Source: an optimization exercise on an open RTL-to-GDS flow (aim: small area, a short achievable clock period and few clock cycles per item). Production flows keep margins and buffers that such runs may drop. In this exercise RTL edits were held to simulation tests only and were not proved equivalent to the original.

==> flow/design.v (outline; a module is shown in full before it is edited, if it fits) <==
// module cheb_fa: 4 lines
// module cheb_ha: 4 lines
// module cheb_bpp: 3 lines
// module cheb_bppn: 3 lines
// module cheb_mac2: 519 lines
// module cheb_mac1: 660 lines
// module cheb_mac0: 617 lines
// module cheb_dsub: 103 lines
// module cheb_accadd: 85 lines
// module layer: 87 lines
module layer #(
    parameter integer WIDTH     = 16,
    parameter integer ACC_WIDTH = 22
)(
    input  logic              clk,
    input  logic              rst_n,
    input  logic              start,
    input  logic signed [WIDTH-1:0] x_in,
    output logic              ready,
    output logic              debug_bit,
    output logic signed [WIDTH-1:0]     y_out,
    output logic signed [ACC_WIDTH-1:0] acc_out
);
  // ...
==> flow/run.sh <==
#!/bin/bash
# synth_recipe.tcl (not shown) runs the flow's synth.tcl, then flattens the netlist and writes it again
# the make line also repeats each setting of config.mk as NAME=value (left out here)
make -C /OpenROAD-flow-scripts/flow DESIGN_CONFIG=/design/flow/config.mk WORK_HOME=/design/flow/orfs CLKGATE_MAP_FILE= SYNTH_SCRIPT=/design/flow/synth_recipe.tcl finish
==> flow/config.mk <==
export PLATFORM = sky130hd
export DESIGN_NAME = layer
export DESIGN_NICKNAME = layer
export VERILOG_FILES = /design/flow/design.v
export SDC_FILE = /design/flow/constraint.sdc
export NUM_CORES = 4
export LEC_CHECK = 0
export ABC_CLOCK_PERIOD_IN_PS = 4000
export CAP_MARGIN = 20
export CORE_MARGIN = 2
export CORE_UTILIZATION = 40
export SETUP_SLACK_MARGIN = 5
export SLEW_MARGIN = 20
export SYNTH_HIERARCHICAL = 1
export SYNTH_MINIMUM_KEEP_SIZE = 0
==> flow/constraint.sdc <==
create_clock -name core_clock -period 10.0 [get_ports {clk}]
set_input_delay 2.0000 -clock core_clock [delete_from_list [all_inputs] [get_ports {clk}]]
set_output_delay 2.0000 -clock core_clock [all_outputs]
set_load 0.01 [all_outputs]
==> run notes, run 1 <==
Run status:
- The flow ran to the end and the layout has no timing, DRC or antenna violations.

Clock network:
- The CTS clock-pin slew for the worst setup and hold paths is 0.08 ns.
- Clock tree synthesis found a total of 159 sinks.
- The total of hold buffers inserted after clock tree synthesis is 0.
- The longest clock path from root to sink contains 2 buffers.

STA:
- The worst slew margin relative to its limit is 0.2688.
- Counting I/O delays and the setup requirement, the final critical path takes 5.022 ns.

Worst setup path:
- The cell family contributing the most delay on the critical path is adder cells.
- Walking the worst path, the cells encountered are inv_6, ha_4, mux4_2, xnor2_2, fa_1, fa_1, fa_1, ha_4, nand2_4, o21ai_4, a311oi_4, o41a_4, fa_2, inv_2.
- The delay of the slowest critical-path stage is 0.66 ns.
- The endpoint of the lowest-slack register-to-register path is b2a[7].
- STA classifies the critical path startpoint as a flop.
- The critical path starts at i0[0].
- In this run the critical register-to-register path is launched from i0[0].

Die:
- The die covers 0.05827 mm^2.

Finish:
- The multi-input combinational cells in the finished layout cover a total of 0.01995 mm^2.
- The total area of sequential cells is 0.003349 mm^2.
- Non-clock inverters in the final layout number 104.
- The final cell count without fillers is 3138.
- The commonest non-fill, non-tap cell in the layout is sky130_fd_sc_hd__xnor2_1.

GRT:
- The most heavily used metal layer in global routing is met2.
- The number of global-route vias before repair is 18767.
- The pin count of the biggest net entering global routing is 49.

Synth:
- The fraction of the mapped netlist area in compound gates is 0.2487.
Testbench counts, summed over its fixed seeds: cycles 7,688, items 384.
==> run 2: changes to the inputs <==
--- a/flow/config.mk
+++ b/flow/config.mk
@@ -7,3 +7,2 @@
 export LEC_CHECK = 0
-export ABC_CLOCK_PERIOD_IN_PS = 4000
 export CAP_MARGIN = 20
==> run notes, run 2 <==
Run:
- The max-cap check violation count is 0 (unchanged).

Finish:
- The register with the most flip-flops is acc (unchanged).
- The antenna diode instance count was 0 (unchanged).
- The flip-flop count of the largest register after layout is 22 (unchanged).
- Commonest cells after routing, fill and taps aside: 360 x sky130_fd_sc_hd__xnor2_1, 315 x sky130_fd_sc_hd__a22oi_2, 252 x sky130_fd_sc_hd__fa_1 (unchanged).
- The signed area change from the synthesized netlist to the final layout was 25.42% (unchanged).
- The commonest non-fill, non-tap cell in the layout is sky130_fd_sc_hd__xnor2_1 (unchanged).
- The fraction of layout instances using a drive strength above 1 is 0.3602 (unchanged).
- The post-layout net count is 2831 (unchanged).

STA:
- The highest achievable clock rate came to 199.1 MHz (unchanged).
- The final total negative setup slack came to 0 ns (unchanged).
- The portion of the clock cycle consumed by the worst path in the final layout is 0.5022 (unchanged).
- Unrepaired setup endpoints after global routing: true (unchanged).
- The final clock skew is 0.02124 ns (unchanged).
- The worst slew margin relative to its limit is 0.2688 (unchanged).
- The count of endpoints failing setup in the final report is 0 (unchanged).
- The number of hold-slack violations in the final timing report is 0 (unchanged).
- The count of final max-slew check failures came to 0 (unchanged).
- The worst hold slack after final layout is 0.3559 ns (unchanged).
- The slew at the pin closest to its max-slew limit is 1.094 ns (unchanged).
- The post-layout minimum cycle time is 5.022 ns (unchanged).

GRT:
- The residual overflow from global routing is 0 (unchanged).
- The pin count of the biggest net entering global routing is 49 (unchanged).
- The global routing usage summed across all routing layers is 0.2290 (unchanged).
- The global-route track usage on met2 was 0.4082 (unchanged).
- The met3 layer usage reported by global route is 0.02997 (unchanged).
- The number of antenna violations at the first check in global routing is 0 (unchanged).
- The most heavily used metal layer in global routing is met2 (unchanged).
- The first-pass GRT wire length was 103100 um (unchanged).
- The routing usage on met1 is 0.2750 (unchanged).
- The number of global-route vias before repair came to 18767 (unchanged).

Placement:
- The estimated wirelength of the detail-placed design is 44680 um (unchanged).
- The number of port buffers is 58 (unchanged).
- The last weighted congestion value of the routability-driven placer is 0.8684 (unchanged).

Synth:
- The fraction of synthesized cell area in xor and xnor cells is 0.1704 (unchanged).
- The dominant combinational cell family by area after synthesis is adder cells (unchanged).
- The number of register bits inferred by synthesis is 159 (unchanged).
- The sequential area share after synthesis is 0.1434 (unchanged).
- The post-synth design cell area was 0.02254 mm^2 (unchanged).
- The count of flip-flops with a built-in enable after synthesis is 0 (unchanged).
- The basic-gate share of the synthesized area counting and, or, nand and nor cells came to 0.06800 (unchanged).
- The area fraction of the dominant cell type after synthesis was 0.2416 (unchanged).
- The leading cell type by number of instances after synthesis is sky130_fd_sc_hd__xnor2_1 (unchanged).
- The post-synthesis net count came to 2516 (unchanged).
- The synthesized-area fraction occupied by adder cells is 0.3365 (unchanged).
- The leading area contributor after synthesis is sky130_fd_sc_hd__fa_1 (unchanged).
- The count of distinct cell types in the synthesized netlist came to 88 (unchanged).
- The fraction of the mapped netlist area in compound gates is 0.2487 (unchanged).
- Area contributors post-synth: sky130_fd_sc_hd__fa_1 24%, sky130_fd_sc_hd__a22oi_2 17%, sky130_fd_sc_hd__xnor2_1 15%, sky130_fd_sc_hd__dfxtp_1 13%, sky130_fd_sc_hd__ha_1 9.5% (unchanged).
- The share of async-settable or async-resettable flops after synthesis came to 0.06289 (unchanged).
- Top cell types by occurrence after synthesis: 374 x sky130_fd_sc_hd__xnor2_1, 315 x sky130_fd_sc_hd__a22oi_2, 272 x sky130_fd_sc_hd__fa_1 (unchanged).
- The main flop type after synthesis is sky130_fd_sc_hd__dfxtp_1 (unchanged).
- The number of instances in the synthesized netlist came to 2054 (unchanged).
- The number of warnings printed during yosys synthesis is 10 (unchanged).
- The mux share of post-synthesis cell area is 0.007771 (unchanged).
- The average footprint of a synthesized cell is 10.97 um^2 (unchanged).

Clock network:
- The clock latency on the worst-skew pair is 0.49 ns (about the same).
- The library cell used as clock root buffer is sky130_fd_sc_hd__clkbuf_16 (unchanged).
- The TritonCTS clock tree is yes (unchanged).
- The CTS clock-pin slew for the worst setup and hold paths is 0.08 ns (about the same).
- The total number of clock tree sinks came to 159 (unchanged).
- The TritonCTS buffer count is 17 (unchanged).
- The number of levels the H-tree was split into was 4 (unchanged).
- The total of hold buffers inserted after clock tree synthesis is 0 (unchanged).
- The maximum clock insertion buffer count is 2 (unchanged).

Worst setup path:
- The maximum net fanout on the critical path is 8 (unchanged).
- The startpoint type of the worst setup path is a flop (unchanged).
- The data arrival time of the worst path is 5.39 ns (about the same).
- The element type at the critical path end was a flop (unchanged).
- The data required time of the worst path came to 10.37 ns (about the same).
- The kind of critical path is reg2reg (unchanged).
- The worst reg-to-reg setup slack is 4.98 ns (about the same).

Hold path:
- The type of the most critical hold path is reg2reg (unchanged).

Die:
- The initial standard-cell utilization of the core was 0.4021 (unchanged).
- The die width is 241.4 um (unchanged).
- The height of the die came to 241.4 um (unchanged).
- The die area was 0.05827 mm^2 (unchanged).
- The number of placed I/O pins came to 59 (unchanged).
- The area inside the core boundary is 0.05606 mm^2 (unchanged).
- The total number of placement rows is 87 (unchanged).

Route:
- The detailed-routing iteration count for the pre-antenna-repair pass came to 5 (unchanged).
- The post-route antenna net violation count is 0 (unchanged).
- The final routed DRC violation total was 0 (unchanged).
- The number of DRC markers after the initial detailed-route iteration is 847 (unchanged).
- The overall via count from detail_route was 17407 (unchanged).
- The wire length reported by the detailed router came to 65260 um (unchanged).
- The mean routed wirelength per cell was 20.80 um (unchanged).
- The number of vias per cell after detailed routing is 5.547 (unchanged).

Run status:
- Outcome: complete, no violations (unchanged).
## run 2: cell counts in the layout (fill, tap and decap cells not counted)
Identical to the previous run, type by type.
## run 2: logic make-up after synthesis
| group | Yosys count |
|---|---|
| AO/OA/AOI/OAI | 553 |
| XOR/XNOR | 437 |
| adder cells (fa/ha/maj) | 443 |
| buffers and inverters | 136 |
| flip-flops | 159 |
| multiplexers | 13 |
| AND/OR/NAND/NOR | 313 |
## run 2: critical path, cell delays in order, from the launching register on
cell and delay, ns:
sky130_fd_sc_hd__dfxtp_4 0.45, sky130_fd_sc_hd__inv_6 0.07, sky130_fd_sc_hd__ha_4 0.28, sky130_fd_sc_hd__mux4_2 0.66, sky130_fd_sc_hd__xnor2_2 0.22, sky130_fd_sc_hd__fa_1 0.48, sky130_fd_sc_hd__fa_1 0.54, sky130_fd_sc_hd__fa_1 0.47
sky130_fd_sc_hd__ha_4 0.33, sky130_fd_sc_hd__nand2_4 0.06, sky130_fd_sc_hd__o21ai_4 0.20, sky130_fd_sc_hd__a311oi_4 0.06, sky130_fd_sc_hd__o41a_4 0.50, sky130_fd_sc_hd__fa_2 0.54, sky130_fd_sc_hd__inv_2 0.03
## run 2: layout make-up
cell class                      count  area, um^2
Clock inverter                     14       191.4
Fill cell                        4968       27790
Clock buffer                       18       429.2
Sequential cell                   159        3349
Multi-Input combinational cell   1760       19950
Tap cell                          756       945.9
Inverter                          104       410.4
Timing Repair Buffer              327        2993
## run 2: path summary, 6_finish.rpt
check / from / cells after the start / endpoint
min in group asynchronous: rst_n / 1 / cnt[3]
max reg2reg: i0[0] / 14 / b2a[7]
max in group asynchronous: rst_n / 1 / vc
min reg2reg: v0 / 0 / va
max: i0[0] / 14 / b2a[7]
min: v0 / 0 / va
## run 2: per-module statistics from Yosys, one instance, submodules excluded, excerpt
module	times used	cells inside	area, um^2
cheb_mac0	1	157	1154
cheb_bpp	300	2	21.27
cheb_ha	35	1	12.51
cheb_accadd	1	119	1005
cheb_dsub	1	111	829.5
cheb_mac1	1	244	1670
cheb_bppn	15	2	21.27
cheb_fa	254	1	20.02
layer	1	286	4080
## run 2: through the flow
step                        util  instance area, um^2  std cells  setup slack, ns
final                     0.5043                28270       3138            4.978
after global routing      0.5043                28270       3138            4.857
after CTS                 0.4858                27240       3066            4.993
after detailed placement  0.4411                24730       2861            4.291
after global placement    0.4410                24720       2861            4.415
after floorplan                -                23230       2054            5.005
## run 2: repair_timing
item                       in CTS  in global routing
gates cloned                    1                  2
pin swaps                      44                 44
buffers inserted              172                 70
resized for setup              77                 98
setup endpoints to repair      33                 24
## run 2: per-layer routing
| metal | wire (um) | part of all wire |
|---|---|---|
| met3 | 2941 | 0.045 |
| met5 | 0 | 0 |
| met1 | 26810 | 0.41 |
| met2 | 33070 | 0.51 |
| met4 | 2436 | 0.037 |
==> run 3: changes to the inputs <==
==> flow/flow/run.sh (new file) <==
#!/bin/bash
# The standard layout (the standard.sh), in two parts:
#  1. the standard synthesis;
#  3. the rest of the standard flow, with timing repair aimed at a setup
#     slack margin of 5.7 ns. The SDC, clock period and I/O constraints are
#     unchanged.
set -euo pipefail
bash standard.sh synth > synth.log 2>&1
R=orfs/results/sky130hd/layer/base
openroad -no_init -exit flow/downsize.tcl > downsize.log 2>&1
bash standard.sh SETUP_SLACK_MARGIN=5.7 finish > standard.log 2>&1
==> flow/flow/downsize.tcl (new file) <==
set odb orfs/results/sky130hd/layer/base/1_synth.odb
read_db $odb
set db [ord::get_db]
set block [ord::get_db_block]
set to [$db findMaster sky130_fd_sc_hd__a22oi_1]
set n 0
foreach inst [$block getInsts] {
  if {[[$inst getMaster] getName] eq "sky130_fd_sc_hd__a22oi_2"} {
    $inst swapMaster $to
    incr n
  }
}
puts "downsized $n a22oi_2 to a22oi_1"
write_db $odb
==> flow/standard.sh (new file) <==
#!/bin/bash
# synth_recipe.tcl (not shown) runs the flow's synth.tcl, then flattens the netlist and writes it again
# the make line also repeats each setting of config.mk as NAME=value (left out here)
make -C /OpenROAD-flow-scripts/flow DESIGN_CONFIG=/design/flow/config.mk WORK_HOME=/design/flow/orfs CLKGATE_MAP_FILE= SYNTH_SCRIPT=/design/flow/synth_recipe.tcl "${@:-finish}"
--- a/flow/config.mk
+++ b/flow/config.mk
@@ -10,3 +10,3 @@
 export CORE_UTILIZATION = 40
-export SETUP_SLACK_MARGIN = 5
+export CTS_BUF_LIST = sky130_fd_sc_hd__clkbuf_4 sky130_fd_sc_hd__clkbuf_8
 export SLEW_MARGIN = 20
removed: flow/run.sh
==> run notes, run 3 <==
Die:
- The die width is 232.9 um (was 241.4 um).
- The die area was 0.05426 mm^2 (was 0.05827 mm^2).
- The total number of placement rows is 83 (was 87).
- The height of the die is 232.9 um (was 241.4 um).
- The area inside the core boundary is 0.05161 mm^2 (was 0.05606 mm^2).
- The number of placed I/O pins is 59 (unchanged).
- The initial standard-cell utilization of the core is 0.4062 (was 0.4021).

Placement:
- The last weighted congestion value of the routability-driven placer is 0.8979 (was 0.8684).
- The number of port buffers is 58 (unchanged).
- The estimated wirelength of the detail-placed design was 42840 um (was 44680 um).
- The standard cell area after detailed placement is 0.02313 mm^2 (was 0.02473 mm^2).

Route:
- The number of vias per cell after detailed routing is 5.729 (was 5.547).
- The post-route antenna net violation count is 0 (unchanged).
- The detailed-routing iteration count for the pre-antenna-repair pass is 6 (was 5).
- The met2 wire length came to 31340 um (was 33070 um).
- The final routed DRC violation total is 0 (unchanged).
- The number of DRC markers after the initial detailed-route iteration came to 1536 (was 847).
- The mean routed wirelength per cell was 20.93 um (was 20.80 um).
- The overall via count from detail_route is 17439 (was 17407).
- The wire length reported by the detailed router was 63730 um (was 65260 um).
- The uppermost layer routed is met4 (unchanged).
- The met1 layer wirelength in the final routing was 26950 um (was 26810 um).
- The total length of routed met3 wires is 3516 um (was 2941 um).

STA:
- The portion of the clock cycle consumed by the worst path in the final layout is 0.4978 (was 0.5022).
- The number of hold-slack violations in the final timing report was 0 (unchanged).
- The count of final max-slew check failures is 0 (unchanged).
- The slew at the pin closest to its max-slew limit is 0.9181 ns (was 1.094 ns).
- The highest achievable clock rate is 200.9 MHz (was 199.1 MHz).
- Unrepaired setup endpoints after global routing: true (unchanged).
- The final total negative setup slack is 0 ns (unchanged).
- The post-layout minimum cycle time was 4.978 ns (was 5.022 ns).
- The count of endpoints failing setup in the final report came to 0 (unchanged).
- The worst slew margin relative to its limit is 0.3871 (was 0.2688).
- The final clock skew is 0.02486 ns (was 0.02124 ns).

Worst setup path:
- The worst reg2reg path depth came to 15 (was 14).
- The element type at the critical path end is a flop (unchanged).
- The startpoint type of the worst setup path is a flop (unchanged).
- The kind of critical path is reg2reg (unchanged).
- The data required time of the worst path came to 10.41 ns (was 10.37 ns).
- The maximum net fanout on the critical path is 5 (was 8).
- The data arrival time of the worst path is 5.39 ns (about the same).

Run status:
- Outcome: complete, no violations (unchanged).

GRT:
- The number of antenna violations at the first check in global routing came to 2 (was 0).
- The number of global-route vias before repair is 17681 (was 18767).
- The global routing usage summed across all routing layers came to 0.2327 (was 0.2290).
- The residual overflow from global routing is 0 (unchanged).
- The pin count of the biggest net entering global routing came to 49 (unchanged).
- The first-pass GRT wire length was 98080 um (was 103100 um).

Synth:
- The number of warnings printed during yosys synthesis is 10 (unchanged).
- The average footprint of a synthesized cell was 10.21 um^2 (was 10.97 um^2).
- The post-synthesis net count came to 2516 (unchanged).
- The number of instances in the synthesized netlist is 2054 (unchanged).
- The post-synth design cell area is 0.02097 mm^2 (was 0.02254 mm^2).

Clock network:
- The TritonCTS clock tree is yes (unchanged).
- The number of levels the H-tree was split into is 4 (unchanged).
- The maximum clock insertion buffer count was 2 (unchanged).
- The clock latency on the worst-skew pair is 0.52 ns (was 0.49 ns).
- The TritonCTS buffer count came to 17 (unchanged).
- The library cell used as clock root buffer is sky130_fd_sc_hd__clkbuf_8 (was sky130_fd_sc_hd__clkbuf_16).
- The CTS clock-pin slew for the worst setup and hold paths is 0.11 ns (was 0.08 ns).
- The total of hold buffers inserted after clock tree synthesis is 0 (unchanged).
- The total number of clock tree sinks is 159 (unchanged).

Finish:
- The fraction of layout instances using a drive strength above 1 came to 0.2848 (was 0.3602).
- The post-layout net count is 2812 (was 2831).
- The flip-flop count of the largest register after layout is 22 (unchanged).
- Commonest cells after routing, fill and taps aside: 349 x sky130_fd_sc_hd__xnor2_1, 283 x sky130_fd_sc_hd__a22oi_1, 237 x sky130_fd_sc_hd__fa_1 (was 360 x sky130_fd_sc_hd__xnor2_1, 315 x sky130_fd_sc_hd__a22oi_2, 252 x sky130_fd_sc_hd__fa_1).
- The post-route cell area is 0.02739 mm^2 (was 0.02827 mm^2).
- The register with the most flip-flops is acc (unchanged).
- The number of filler instances in the final layout is 4429 (was 4968).
- The commonest non-fill, non-tap cell in the layout is sky130_fd_sc_hd__xnor2_1 (unchanged).
- The signed area change from the synthesized netlist to the final layout is 30.65% (was 25.42%).

Hold path:
- The type of the most critical hold path is reg2reg (unchanged).
- The cell depth of the worst hold path is 0 (unchanged).

Run:
- The max-cap check violation count was 0 (unchanged).
-- run 3: timing repair --
action | 4_1_cts | 5_1_grt
gates cloned | 6 | 0
setup endpoints to repair | 60 | 56
pin swaps | 103 | 138
resized for setup | 172 | 175
buffers inserted | 187 | 49
-- run 3: stage by stage --
| step | worst slack, ns | utilization | std cells | hold WS, ns |
|---|---|---|---|---|
| floorplan | 5.101 | - | 2054 | 0.3312 |
| global placement | 4.629 | 0.4481 | 2769 | 0.3369 |
| detailed placement | 4.554 | 0.4481 | 2769 | 0.3347 |
| CTS | 5.037 | 0.5074 | 2994 | 0.3614 |
| global route | 4.866 | 0.5307 | 3044 | 0.3743 |
| finish | 5.022 | 0.5307 | 3044 | 0.3589 |
-- run 3: worst paths after layout --
check                                to  slack [ns]   from
worst max-delay path            b1b[15]        5.02  ia[1]
worst min-delay path                 va        0.36     v0
worst max register to register  b1b[15]        5.02  ia[1]
worst min register to register       va        0.36     v0
max in group asynchronous        cnt[2]        7.90  rst_n
min in group asynchronous        cnt[1]        1.79  rst_n
-- run 3: critical path, cell delays in order (launching register included) --
cell	delay, ns
sky130_fd_sc_hd__dfxtp_4	0.38
sky130_fd_sc_hd__buf_4	0.16
sky130_fd_sc_hd__ha_2	0.21
sky130_fd_sc_hd__mux4_2	0.51
sky130_fd_sc_hd__xnor2_2	0.17
sky130_fd_sc_hd__fa_2	0.36
sky130_fd_sc_hd__fa_1	0.57
sky130_fd_sc_hd__fa_1	0.46
sky130_fd_sc_hd__fa_1	0.57
sky130_fd_sc_hd__ha_4	0.22
sky130_fd_sc_hd__and4_4	0.20
sky130_fd_sc_hd__a221oi_4	0.29
sky130_fd_sc_hd__a2bb2oi_2	0.27
sky130_fd_sc_hd__nand2_4	0.10
sky130_fd_sc_hd__o21a_4	0.23
sky130_fd_sc_hd__o211a_1	0.20
-- run 3: per-layer routing --
layer  global-route usage  vias up
met2               0.3884      614
met1               0.3042     8772
met5                    0        -
met3              0.03627      131
li1                     -     7922
met4              0.08459        0
-- run 3: area by class of cell --
type | count | area [um^2] | area share
Tap cell | 680 | 850.8 | 0.03106
Inverter | 104 | 410.4 | 0.01498
Antenna cell | 1 | 2.502 | 0.00009136
Clock inverter | 14 | 171.4 | 0.006258
Multi-Input combinational cell | 1761 | 19260 | 0.7030
Clock buffer | 18 | 241.5 | 0.008816
Sequential cell | 159 | 3385 | 0.1236
Timing Repair Buffer | 307 | 3073 | 0.1122
==> run 4: changes to the inputs <==
==> flow/flow/run.sh (replaced) <==
#!/bin/bash
# The standard layout (the standard.sh), in three parts:
#  1. the standard synthesis;
#  3. the rest of the standard flow, with timing repair aimed at a setup
#     slack margin of 5.8 ns and free to resize cells across footprints, so
#     that it sizes up again the cells on critical paths. The SDC, clock
#     period and I/O constraints are unchanged.
set -euo pipefail
bash standard.sh synth > synth.log 2>&1
openroad -no_init -exit flow/downsize.tcl > downsize.log 2>&1
bash standard.sh SETUP_SLACK_MARGIN=5.8 MATCH_CELL_FOOTPRINT=0 finish > standard.log 2>&1
==> run notes, run 4 <==
Clock network:
- The maximum clock insertion buffer count is 2 (unchanged).
- The library cell used as clock root buffer is sky130_fd_sc_hd__clkbuf_8 (unchanged).
- The TritonCTS clock tree is yes (unchanged).
- The total of hold buffers inserted after clock tree synthesis was 0 (unchanged).
- The clock latency on the worst-skew pair was 0.55 ns (was 0.52 ns).
- The number of levels the H-tree was split into came to 4 (unchanged).
- The total number of clock tree sinks is 159 (unchanged).
- The CTS clock-pin slew for the worst setup and hold paths came to 0.10 ns (was 0.11 ns).
- The TritonCTS buffer count came to 17 (unchanged).

Finish:
- The post-route cell area came to 0.02691 mm^2 (was 0.02739 mm^2).
- The share of the core filled with cells is 0.5213 (was 0.5307).
- Commonest cells after routing, fill and taps aside: 357 x sky130_fd_sc_hd__xnor2_1, 287 x sky130_fd_sc_hd__a22oi_1, 244 x sky130_fd_sc_hd__fa_1 (was 349 x sky130_fd_sc_hd__xnor2_1, 283 x sky130_fd_sc_hd__a22oi_1, 237 x sky130_fd_sc_hd__fa_1).
- The fraction of layout instances using a drive strength above 1 is 0.2624 (was 0.2848).
- The commonest non-fill, non-tap cell in the layout is sky130_fd_sc_hd__xnor2_1 (unchanged).
- The post-layout net count came to 2804 (was 2812).
- The register with the most flip-flops is acc (unchanged).
- The signed area change from the synthesized netlist to the final layout was 28.34% (was 30.65%).
- The flip-flop count of the largest register after layout came to 22 (unchanged).

Worst setup path:
- The number of buffers and inverters on the critical path came to 2 (was 1).
- The maximum net fanout on the critical path came to 4 (was 5).
- The cell family contributing the most delay on the critical path is adder cells (unchanged).
- The worst reg-to-reg setup slack was 5.00 ns (was 5.02 ns).
- Cells along the critical path: inv_2, ha_4, inv_2, mux4_2, xnor2_4, fa_2, fa_1, fa_1, fa_1, ha_4, and4_4, a221oi_4, a2bb2oi_2, nand2_2, o21a_4, o211a_1 (was buf_4, ha_2, mux4_2, xnor2_2, fa_2, fa_1, fa_1, fa_1, ha_4, and4_4, a221oi_4, a2bb2oi_2, nand2_4, o21a_4, o211a_1).
- The startpoint type of the worst setup path is a flop (unchanged).
- The kind of critical path was reg2reg (unchanged).
- The data required time of the worst path is 10.43 ns (was 10.41 ns).
- The worst reg2reg path depth came to 16 (was 15).
- The beginning of the worst register-to-register path is ia[0] (was ia[1]).
- The dominant cell type by count on the critical path is sky130_fd_sc_hd__fa_1 (unchanged).
- The endpoint of the lowest-slack register-to-register path is b1b[15] (unchanged).
- The cell type of the slowest stage on the worst timing path is sky130_fd_sc_hd__fa_1 (unchanged).
- The data arrival time of the worst path is 5.43 ns (was 5.39 ns).
- The critical path depth is 16 (was 15).
- The delay of the slowest critical-path stage is 0.57 ns (about the same).
- The element type at the critical path end is a flop (unchanged).

Placement:
- The worst slack at placement is 4.246 ns (was 4.554 ns).
- The last weighted congestion value of the routability-driven placer is 0.8811 (was 0.8979).
- The estimated wirelength of the detail-placed design was 42370 um (was 42840 um).
- The standard cell area after detailed placement is 0.02313 mm^2 (unchanged).
- The number of port buffers is 58 (unchanged).

Die:
- The die area is 0.05426 mm^2 (unchanged).
- The number of placed I/O pins is 59 (unchanged).
- The area inside the core boundary is 0.05161 mm^2 (unchanged).
- The initial standard-cell utilization of the core is 0.4062 (unchanged).
- The height of the die is 232.9 um (unchanged).
- The die width is 232.9 um (unchanged).
- The total number of placement rows was 83 (unchanged).

STA:
- The count of endpoints failing setup in the final report is 0 (unchanged).
- Unrepaired setup endpoints after global routing: true (unchanged).
- The final clock skew is 0.02649 ns (was 0.02486 ns).
- The highest achievable clock rate is 200.0 MHz (was 200.9 MHz).
- The count of final max-slew check failures came to 0 (unchanged).
- The post-layout minimum cycle time is 5.001 ns (was 4.978 ns).
- The portion of the clock cycle consumed by the worst path in the final layout is 0.5001 (was 0.4978).
- The final total negative setup slack was 0 ns (unchanged).
- The slew at the pin closest to its max-slew limit came to 1.036 ns (was 0.9181 ns).
- The final worst setup slack is 4.999 ns (was 5.022 ns).
- The worst slew margin relative to its limit is 0.3077 (was 0.3871).
- The number of hold-slack violations in the final timing report came to 0 (unchanged).

Run:
- The max-cap check violation count is 0 (unchanged).

GRT:
- The number of global-route vias before repair was 17771 (was 17681).
- The number of antenna violations at the first check in global routing was 2 (unchanged).
- The first-pass GRT wire length is 98100 um (was 98080 um).
- The residual overflow from global routing is 0 (unchanged).
- The pin count of the biggest net entering global routing was 49 (unchanged).
- The global routing usage summed across all routing layers is 0.2334 (was 0.2327).

Route:
- The mean routed wirelength per cell is 20.85 um (was 20.93 um).
- The detailed-routing iteration count for the pre-antenna-repair pass is 6 (unchanged).
- The overall via count from detail_route came to 17444 (was 17439).
- The number of vias per cell after detailed routing is 5.744 (was 5.729).
- The wire length reported by the detailed router came to 63310 um (was 63730 um).
- The post-route antenna net violation count is 0 (unchanged).
- The final routed DRC violation total is 0 (unchanged).
- The number of DRC markers after the initial detailed-route iteration is 1382 (was 1536).

Hold path:
- The type of the most critical hold path is reg2reg (unchanged).
- The cell depth of the worst hold path is 0 (unchanged).
- The endpoint of the worst hold-timing path was vb (was va).
- The worst hold path startpoint is va (was v0).

Synth:
- The average footprint of a synthesized cell was 10.21 um^2 (unchanged).
- The number of instances in the synthesized netlist is 2054 (unchanged).
- The post-synthesis net count came to 2516 (unchanged).
- The post-synth design cell area is 0.02097 mm^2 (unchanged).
- The number of warnings printed during yosys synthesis came to 10 (unchanged).

Run status:
- Outcome: complete, no violations (unchanged).
## run 4: cell type report
cell class,instances,area [um^2]
clock inverter,14,145.1
fill,4551,24710
multi-input combinational,1759,18970
sequential,159,3381
antenna,2,5.005
inverter,104,410.4
tap,680,850.8
timing repair buffer,301,2897
clock buffer,18,247.7
## run 4: what timing repair did
action / 4_1_cts / 5_1_grt
buffers inserted: 191 / 41
cloned: 1 / 0
setup endpoints to repair: 63 / 48
pin swaps: 123 / 73
resized for setup: 191 / 99
## run 4: stage by stage
step	hold slack, ns	std cells
floorplan	0.3312	2054
global placement	0.3345	2770
detailed placement	0.3378	2770
CTS	0.3630	2994
global route	0.3760	3037
finish	0.3590	3037
## run 4: metal layers
layer | track usage | vias to the layer above | share of wire
met5 | 0 | - | 0
met4 | 0.09256 | 0 | 0.035
met3 | 0.04387 | 123 | 0.062
met2 | 0.3922 | 607 | 0.49
met1 | 0.2953 | 8813 | 0.42
li1 | - | 7901 | -
## run 4: worst max path at each step
stage          startpoint      end  slack [ns]
2_1_floorplan       i0[0]   b2a[8]        5.10
3_5_place_dp        i0[2]   b2a[8]        4.25
3_3_place_gp        i0[2]   b2a[7]        4.43
5_1_grt             ia[1]  b1b[15]        4.90
6_report            ia[0]  b1b[15]        5.00
4_1_cts             ia[1]  b1b[15]        5.04

[what the ideal ports hide]
Ports are ideal in the flow. The routed layouts listed here were re-timed in OpenROAD.
Step 1 (the two cells are an assumption about what drives the block):
set clk [get_ports {clk}]
set_driving_cell -lib_cell sky130_fd_sc_hd__clkbuf_16 $clk
set_driving_cell -lib_cell sky130_fd_sc_hd__buf_2 [delete_from_list [all_inputs] $clk]
Step 2 times the ports against the registers' clock, not the clock port: input delays grow and output delays shrink by t, the midpoint of the rising clock arrivals with the driver on.
Three values: ideal, step 1, step 2; two values: the first two.
| run | t, ns | setup slack, ns | clock arrival spread, ns | worst slew at a driven data input, ns | cell pins on the clock port's net |
|---|---|---|---|---|---|
| run 1 | 0.535 | 4.978 / 4.978 / 4.978 | 0.024 / 0.024 | 0.03 | 1 |
| run 2 | 0.535 | 4.978 / 4.978 / 4.978 | 0.024 / 0.024 | 0.03 | 1 |
| run 3 | 0.563 | 5.022 / 5.022 / 5.022 | 0.026 / 0.026 | 0.04 | 1 |
| run 4 | 0.591 | 4.999 / 4.999 / 4.999 | 0.027 / 0.026 | 0.04 | 1 |
After both steps setup and hold are still met in every run listed.
